From an optimization exercise on the open Yosys and OpenROAD flow, aimed at small area, a short achievable clock period and few clock cycles per item; shortcuts taken in it are not production practice.
Where RTL was checked, it was by simulation tests only, not by an equivalence proof against the original.

==> run a <==
==> flow/design.v (excerpt) <==
module axis_averaging_filter #(
    parameter R_I=5, C_I=5, W_I=8, R_K=3, C_K=3,
              DEPTH = $clog2(R_K*C_K),
              LATENCY = DEPTH + 1)(
    input                       clk, rstn,
    output                      s_axis_averaging_ready,
    input                       s_axis_averaging_valid,
    input  [R_I*C_I*W_I-1:0]    s_axis_averaging_data,
    input                       m_axis_averaging_ready,
    output                      m_axis_averaging_valid,
    output [R_I*C_I*W_I-1:0]    m_axis_averaging_data
);
export LEC_CHECK = 0
export CAP_MARGIN = 20
export CORE_MARGIN = 2
export CORE_UTILIZATION = 65
export CTS_BUF_LIST = sky130_fd_sc_hd__clkbuf_4 sky130_fd_sc_hd__clkbuf_8
export SETUP_SLACK_MARGIN = 1.3
export SLEW_MARGIN = 20
create_clock -name core_clock -period 8.5 [get_ports {clk}]
standard.sh (not shown) runs the stock make flow with config.mk's settings and CLKGATE_MAP_FILE= SYNTH_SCRIPT=/design/flow/synth_recipe.tcl, a recipe that flattens the netlist after the stock synthesis.
==> flow/flow/run.sh <==
#!/bin/bash
# Layout flow: the standard ORFS flow (standard.sh), except that
#  - the combinational leaf modules listed in flow/premap.json are mapped to
#    cells first (premap.py) and handed to the standard synthesis as fixed
#    netlists; registers and all other logic go through standard synthesis;
#  - the port buffers are sky130_fd_sc_hd__buf_1 cells.
# Each tool's output goes to a log file in this folder.
set -uo pipefail
cd "$(dirname "$0")/.."
if ! python3 flow/premap.py > premap.log 2>&1; then
    echo "premap failed, using the design as is" >> premap.log
    cp design.v design_premapped.v
fi
bash standard.sh VERILOG_FILES=$PWD/design_premapped.v \
    BUFFER_PORTS_ARGS="-buffer_cell sky130_fd_sc_hd__buf_1" > standard.log 2>&1
Other scripts of this flow, unchanged in this note and not shown: flow/flow/div9_w10.v, flow/flow/div9_w11.v, flow/flow/div9_w11p.v, flow/flow/div9_w12p.v, flow/flow/premap.json, flow/flow/premap.py
==> inputs of run b, as changes to run a <==
- CORE_UTILIZATION: 65 -> 55
- CTS_BUF_LIST: sky130_fd_sc_hd__clkbuf_4 sky130_fd_sc_hd__clkbuf_8 -> sky130_fd_sc_hd__clkbuf_4
- CTS_CLUSTER_SIZE: default -> 40
==> inputs of run c, as changes to run a <==
- CORE_UTILIZATION: 65 -> 55
- SETUP_SLACK_MARGIN: 1.3 -> 2.0
==> reports/summary.txt <==
Result of the run = finished clean
Critical Path Most Common Cell = sky130_fd_sc_hd__nand2_1
Hold WS = 0.549 ns
Post-CTS setup repair buffer count = 2
Routed length on met1 = 34.0 mm
Met2 wire len = 38.8 mm
Count of clock buffers in the final design = 94
Sum of met3 wire segment lengths after detailed routing = 7.77 mm
Area of combinational cells with multiple inputs = 0.0179 mm²
Final standard cell area without fillers = 0.0308 mm²
Skew final = 0.0242 ns
Seq area share = 26.4%
Fraction of layout instances using a drive strength above 1 = 19.4%
the above is filed under run b

==> reports/summary.txt <==
Post-CTS setup repair buffer count = 252
Count of clock buffers in the final design = 56
Critical Path Most Common Cell = sky130_fd_sc_hd__nand2_2
Skew final = 0.0351 ns
Total area of sequential cells = 0.00813 mm²
Category of the worst setup path launch point = flip-flop
Hold WS = 0.537 ns
Most common cell after layout, fill and taps aside = sky130_fd_sc_hd__buf_4
Result of the run = finished clean
Final standard cell area without fillers = 0.0363 mm²
Final non-clock buffer share = 14.5%
Routed length on met1 = 36.5 mm
Seq area share = 22.4%
Area of combinational cells with multiple inputs = 0.0201 mm²
Post-synthesis sequential area ratio = 31.4%
Fraction of layout instances using a drive strength above 1 = 43.5%
the above is filed under run c

==> reports/summary.txt <==
Result of the run = finished clean
Final standard cell area without fillers = 0.0302 mm²
Area of combinational cells with multiple inputs = 0.0176 mm²
Fraction of layout instances using a drive strength above 1 = 15.2%
Skew final = 0.0260 ns
Critical Path Most Common Cell = sky130_fd_sc_hd__fa_2
Routed length on met1 = 30.1 mm
the above is filed under run a

Testbench counts of run a, summed over its fixed seeds: cycles 2,056, items 2,048.
Testbench counts of run b, summed over its fixed seeds: cycles 2,056, items 2,048.
Testbench counts of run c, summed over its fixed seeds: cycles 2,056, items 2,048.

* * *

==> inputs of run R <==
Another version of the RTL of axis_averaging_filter (not shown whole).
export LEC_CHECK = 0
export CAP_MARGIN = 20
export CORE_MARGIN = 2
export CORE_UTILIZATION = 55
export CTS_BUF_LIST = sky130_fd_sc_hd__clkbuf_8
export CTS_CLUSTER_DIAMETER = 60
export CTS_CLUSTER_SIZE = 15
export SETUP_SLACK_MARGIN = 1.3
export SLEW_MARGIN = 20
create_clock -name core_clock -period 8.5 [get_ports {clk}]
Scripts as last shown in full above: flow/flow/run.sh
Other scripts of this flow, unchanged in this note and not shown: flow/flow/div9_w10.v, flow/flow/div9_w11.v, flow/flow/div9_w11p.v, flow/flow/div9_w12p.v, flow/flow/premap.json, flow/flow/premap.py
==> run F (differences from run R) <==
--- a/flow/config.mk
+++ b/flow/config.mk
@@ -13,3 +13,3 @@
 export CTS_CLUSTER_SIZE = 15
-export SETUP_SLACK_MARGIN = 1.3
+export SETUP_SLACK_MARGIN = 1.7
 export SLEW_MARGIN = 20
==> comparison <==
Sequential share of layout area: run R is higher than run F (1.6 points).
In area after synthesis, run R and run F do not differ.
Synthesized cell count is the same in run R and run F.
In run R the non-clock buffer count is lower than in run F, by 110.
In die area, run R and run F do not differ.
==> figures <==
metric                                                              run F                    run R
Run status                                        complete, no violations  complete, no violations
DR vias                                                             20100                    19300
Detailed-route vias per instance                                     6.07                     6.02
Total routed wirelength                                           85.2 mm                  81.9 mm
Met3 Routed Length                                                8.31 mm                  7.54 mm
Cell at the slowest stage of the critical path                       fa_2                 edfxtp_1
Post-route non-filler standard cell count                            3308                     3196
Wire length on met2                                               39.9 mm                  37.8 mm
Seq area share                                                      26.3%                    27.9%
Clk cell area share                                                 2.54%                    2.32%
Layout-to-synthesis area ratio                                     1.212x                   1.142x
Global-route wire length before repair                             119 mm                   117 mm
Clock Buffer Count                                                     37                       31
Function was not checked in any run of this note: the RTL went through the layout flow alone.

* * *

==> 02-21: inputs <==
==> flow/design.v <==
module skid_buffer #(parameter WIDTH = 8)(
    input  logic clk, rstn, s_valid, m_ready,
    input  logic [WIDTH-1:0] s_data,
    output logic [WIDTH-1:0] m_data,
    output logic m_valid, s_ready
);
    assign s_ready = !m_valid || m_ready;
    wire load = s_valid && s_ready;
    always_ff @(posedge clk or negedge rstn)
        if (!rstn) m_valid <= 1'b0;
        else if (s_ready) m_valid <= s_valid;
    always_ff @(posedge clk)
        if (load) m_data <= s_data;
endmodule
module averaging_filter (
    input  logic [199:0] img,
    output logic [299:0] sums
);
    logic [7:0]  p [5][5];
    logic [9:0]  h [5][5];    
    logic [11:0] s [5][5];    
    always_comb begin
        for (int r = 0; r < 5; r++)
            for (int c = 0; c < 5; c++)
                p[r][c] = img[(r*5 + c)*8 +: 8];
    end
    genvar r, c;
    for (r = 0; r < 5; r++) begin : g_row
        wire [8:0] ab = p[r][0] + p[r][1];
        wire [8:0] bc = p[r][1] + p[r][2];
        wire [8:0] de = p[r][3] + p[r][4];
        assign h[r][0] = ab;
        assign h[r][1] = ab + p[r][2];
        assign h[r][2] = bc + p[r][3];
        assign h[r][3] = de + p[r][2];
        assign h[r][4] = de;
    end
    for (c = 0; c < 5; c++) begin : g_col
        wire [10:0] ab = h[0][c] + h[1][c];
        wire [10:0] bc = h[1][c] + h[2][c];
        wire [10:0] de = h[3][c] + h[4][c];
        assign s[0][c] = ab;
        assign s[1][c] = ab + h[2][c];
        assign s[2][c] = bc + h[3][c];
        assign s[3][c] = de + h[2][c];
        assign s[4][c] = de;
    end
    for (r = 0; r < 5; r++) begin : g_dr
        for (c = 0; c < 5; c++) begin : g_dc
            assign sums[(r*5 + c)*12 +: 12] = s[r][c];
        end
    end
endmodule
module divide_all (
    input  logic [299:0] sums,
    output logic [199:0] final_img
);
    for (genvar i = 0; i < 25; i++) begin : g_d
        div9 u_d (.s(sums[i*12 +: 12]), .q(final_img[i*8 +: 8]));
    end
endmodule
module div9 (
    input  logic [11:0] s,
    output logic [7:0]  q
);
    wire [13:0] t = {s, 3'b000} - s;
    wire [19:0] u = {t, 6'b000000} + t + 20'd256;
    assign q = u[19:12];
endmodule
module axis_averaging_filter #(
    parameter R_I=5, C_I=5, W_I=8, R_K=3, C_K=3,
              DEPTH = $clog2(R_K*C_K),
              LATENCY = DEPTH + 1)(
    input                       clk, rstn,
    output                      s_axis_averaging_ready,
    input                       s_axis_averaging_valid,
    input  [R_I*C_I*W_I-1:0]    s_axis_averaging_data,
    input                       m_axis_averaging_ready,
    output                      m_axis_averaging_valid,
    output [R_I*C_I*W_I-1:0]    m_axis_averaging_data
);
    wire [299:0] sums, sums_q;
    averaging_filter AVERAGING_FILTER (
        .img(s_axis_averaging_data),
        .sums(sums)
    );
    skid_buffer #(.WIDTH(300)) SKID (
        .clk(clk), .rstn(rstn),
        .s_ready(s_axis_averaging_ready),
        .s_valid(s_axis_averaging_valid),
        .s_data (sums),
        .m_ready(m_axis_averaging_ready),
        .m_valid(m_axis_averaging_valid),
        .m_data (sums_q)
    );
    divide_all DIVIDE (
        .sums(sums_q),
        .final_img(m_axis_averaging_data)
    );
endmodule
==> flow/run.sh <==
#!/bin/bash
# synth_recipe.tcl (not shown) runs the flow's synth.tcl, then flattens the netlist and writes it again
# the make line also repeats each setting of config.mk as NAME=value (left out here)
make -C /OpenROAD-flow-scripts/flow DESIGN_CONFIG=/design/flow/config.mk WORK_HOME=/design/flow/orfs CLKGATE_MAP_FILE= SYNTH_SCRIPT=/design/flow/synth_recipe.tcl finish
==> flow/config.mk <==
export PLATFORM = sky130hd
export DESIGN_NAME = axis_averaging_filter
export DESIGN_NICKNAME = axis_averaging_filter
export VERILOG_FILES = /design/flow/design.v
export SDC_FILE = /design/flow/constraint.sdc
export NUM_CORES = 8
export LEC_CHECK = 0
export CAP_MARGIN = 20
export CORE_MARGIN = 2
export CORE_UTILIZATION = 40
export SLEW_MARGIN = 20
==> flow/constraint.sdc <==
create_clock -name core_clock -period 8.5 [get_ports {clk}]
set_input_delay 1.7000 -clock core_clock [delete_from_list [all_inputs] [get_ports {clk}]]
set_output_delay 1.7000 -clock core_clock [all_outputs]
set_load 0.01 [all_outputs]
==> 05-22: changes against 02-21 <==
==> flow/design.v, changed modules only <==
module averaging_filter (
    input  logic [199:0] img,
    output logic [199:0] final_img
);
    function automatic logic [7:0] pix(input logic [199:0] im, input integer r, input integer c);
        if (r < 0 || r > 4 || c < 0 || c > 4) pix = 8'd0;
        else pix = im[(r*5 + c)*8 +: 8];
    endfunction
    genvar r, c;
    for (r = 0; r < 5; r++) begin : g_r
        for (c = 0; c < 5; c++) begin : g_c
            wire [11:0] s = pix(img, r-1, c-1) + pix(img, r-1, c) + pix(img, r-1, c+1)
                          + pix(img, r,   c-1) + pix(img, r,   c) + pix(img, r,   c+1)
                          + pix(img, r+1, c-1) + pix(img, r+1, c) + pix(img, r+1, c+1);
            assign final_img[(r*5 + c)*8 +: 8] = s / 4'd9;
        end
    end
endmodule
module axis_averaging_filter #(
    parameter R_I=5, C_I=5, W_I=8, R_K=3, C_K=3,
              DEPTH = $clog2(R_K*C_K),
              LATENCY = DEPTH + 1)(
    input                       clk, rstn,
    output                      s_axis_averaging_ready,
    input                       s_axis_averaging_valid,
    input  [R_I*C_I*W_I-1:0]    s_axis_averaging_data,
    input                       m_axis_averaging_ready,
    output                      m_axis_averaging_valid,
    output [R_I*C_I*W_I-1:0]    m_axis_averaging_data
);
    wire [R_I*C_I*W_I-1:0] f_data;
    averaging_filter AVERAGING_FILTER (
        .img(s_axis_averaging_data),
        .final_img(f_data)
    );
    skid_buffer #(.WIDTH(R_I*C_I*W_I)) SKID (
        .clk(clk), .rstn(rstn),
        .s_ready(s_axis_averaging_ready),
        .s_valid(s_axis_averaging_valid),
        .s_data (f_data),
        .m_ready(m_axis_averaging_ready),
        .m_valid(m_axis_averaging_valid),
        .m_data (m_axis_averaging_data)
    );
endmodule
// module divide_all removed
// module div9 removed
==> run notes <==
| item | 05-22 | 02-21 |
|---|---|---|
| Pre-CTS worst setup slack | -2520 ps | 702 ps |
| Fill cell count | 12590 | 11081 |
| Starting utilization of the core area | 0.402 | 0.403 |
| Final setup vio count | 51 | 0 |
| Overall routing resource usage | 0.332 | 0.238 |
| Synthesized instance count | 7433 | 5216 |
| Routed Wire Length | 268000 um | 146000 um |
| Global routing usage on met1 | 0.410 | 0.313 |
| R2r endpoint | SKID.m_data[45]$_DFFE_PP_ | SKID.m_data[161]$_DFFE_PP_ |
| Result of the run | failed layout checks | no timing/DRC/antenna violations |
| Reasons for failing layout checks | negative setup slack | - |
| Pin count of the biggest net entering global routing | 107 | 119 |
| Clock latency on the worst-skew pair | 590 ps | 560 ps |
| Kind of critical path | input port to flop | flop to output port |
Testbench counts of 02-21, summed over its fixed seeds: cycles 2,056, items 2,048.
Testbench counts of 05-22, summed over its fixed seeds: cycles 2,056, items 2,048.

* * *

==> run X <==
axis_averaging_filter with an RTL version that a note above also has.
export LEC_CHECK = 0
export CAP_MARGIN = 20
export CORE_MARGIN = 2
export CORE_UTILIZATION = 55
export CTS_BUF_LIST = sky130_fd_sc_hd__clkbuf_8
export CTS_CLUSTER_DIAMETER = 60
export CTS_CLUSTER_SIZE = 15
export SETUP_SLACK_MARGIN = 1.3
export SLEW_MARGIN = 20
create_clock -name core_clock -period 8.5 [get_ports {clk}]
Scripts as last shown in full above: flow/flow/run.sh
Other scripts of this flow, unchanged in this note and not shown: flow/flow/div9_w10.v, flow/flow/div9_w11.v, flow/flow/div9_w11p.v, flow/flow/div9_w12p.v, flow/flow/premap.json, flow/flow/premap.py
==> run Z (differences from run X) <==
--- a/flow/config.mk
+++ b/flow/config.mk
@@ -9,7 +9,7 @@
 export CORE_MARGIN = 2
 export CORE_UTILIZATION = 55
-export CTS_BUF_LIST = sky130_fd_sc_hd__clkbuf_8
+export CTS_BUF_LIST = sky130_fd_sc_hd__clkbuf_8 sky130_fd_sc_hd__clkbuf_16
 export CTS_CLUSTER_DIAMETER = 60
-export CTS_CLUSTER_SIZE = 15
+export CTS_CLUSTER_SIZE = 20
 export SETUP_SLACK_MARGIN = 1.3
 export SLEW_MARGIN = 20
==> impl.org <==
** Worst setup path
- Data arrives at the worst endpoint at 7.54 ns.
- Setup slack of the most critical reg-to-reg path :: 6.30 ns

** Layout
- Clock buffers in the final layout number 29.
- In the layout the commonest cells are 397 x buf_1, 286 x fa_1, 283 x nor2_1.
- After the last flow step, the layout net total stands at 3,310.
- Fill cells in the final layout number 3,618.
- Excluding fillers, the count of instances in the completed layout stands at 3,184.

** Global routing
- GR met3 Demand/Resource :: 0.0660
- Antenna violations before repair :: 3

** Outcome
- The run finished with no timing, DRC or antenna violations.

** Detailed routing
- The detailed router put a total of 33,000 µm of wire on met1.
- The routed design uses 7180 µm of met3 wire.

** STA
- Post-route clock skew :: 0.0290 ns

** Clock network
- At the later pin of the worst-skew pair, clock insertion delay measures 0.65 ns.
(the above is from run X)
==> impl.org <==
** Outcome
- Outcome :: finished clean

** Detailed routing
- Met3 wire length :: 7820 µm
- DR top layer :: met5

** Clock network
- Insertion delay to the later sink of the worst-skew pair :: 0.60 ns

** Global routing
- The initial antenna violation count was 2.
- GR met3 Demand/Resource :: 0.0636

** Logic synthesis
- YS warnings :: 1
- Post-synthesis simple-gate area fraction :: 0.113

** Layout
- In the layout the commonest cells are 395 x buf_1, 283 x nor2_1, 279 x fa_1.
- At the end of the flow, the number of nets in the layout was 3,332.
- Layout clock buffers :: 28
- The layout contains a multi-input combinational cell count of 1,716.
- After filler insertion, the fill cell instance count of the layout stands at 3,552.

** Worst setup path
- Setup slack of the most critical reg-to-reg path :: 6.33 ns
- Worst EP arrival :: 7.52 ns

** STA
- Post-route clock skew :: 0.0174 ns

** Job
- The tool flagged a number of max-cap violations equal to 0.
(the above is from run Z)
Testbench counts of run X, summed over its fixed seeds: cycles 2,056, items 2,048.
Testbench counts of run Z, summed over its fixed seeds: cycles 2,056, items 2,048.

## static timing again, ports no longer ideal
Ports are ideal in the flow. The routed layouts listed here were re-timed in OpenROAD.
Step 1 (the two cells are an assumption about what drives the block):
set clk [get_ports {clk}]
set_driving_cell -lib_cell sky130_fd_sc_hd__clkbuf_16 $clk
set_driving_cell -lib_cell sky130_fd_sc_hd__buf_2 [delete_from_list [all_inputs] $clk]
Step 2 adds t to the input delays and takes it off the output delays; t is the mean of the earliest and latest rising clock arrival at the registers after step 1. Input paths then give back, and output paths get back, about the clock's delay inside the block.
a / b / c = ideal / step 1 / step 2; a / b = the first two.
run | t (ns) | slack for setup (ns) | cell pins on the clock port's net
run a | 0.682 | 1.414 / 1.419 / 0.746 | 1
run b | 0.861 | 1.320 / 1.262 / 0.679 | 1
run c | 0.694 | 1.558 / 1.500 / 1.050 | 1
run R | 0.677 | 1.466 / 1.410 / 0.892 | 1
run F | 0.657 | 1.697 / 1.641 / 1.146 | 1
02-21 | 0.628 | 0.915 / 0.837 / 0.565 | 1
05-22 | 0.665 | -1.281 / -1.295 / -1.960 | 1
run X | 0.691 | 1.360 / 1.385 / 0.695 | 1
run Z | 0.651 | 1.324 / 1.359 / 0.707 | 1
The setup slack of 05-22, which loses most, moves by -0.014 ns with the drivers and by -0.679 ns with both steps.
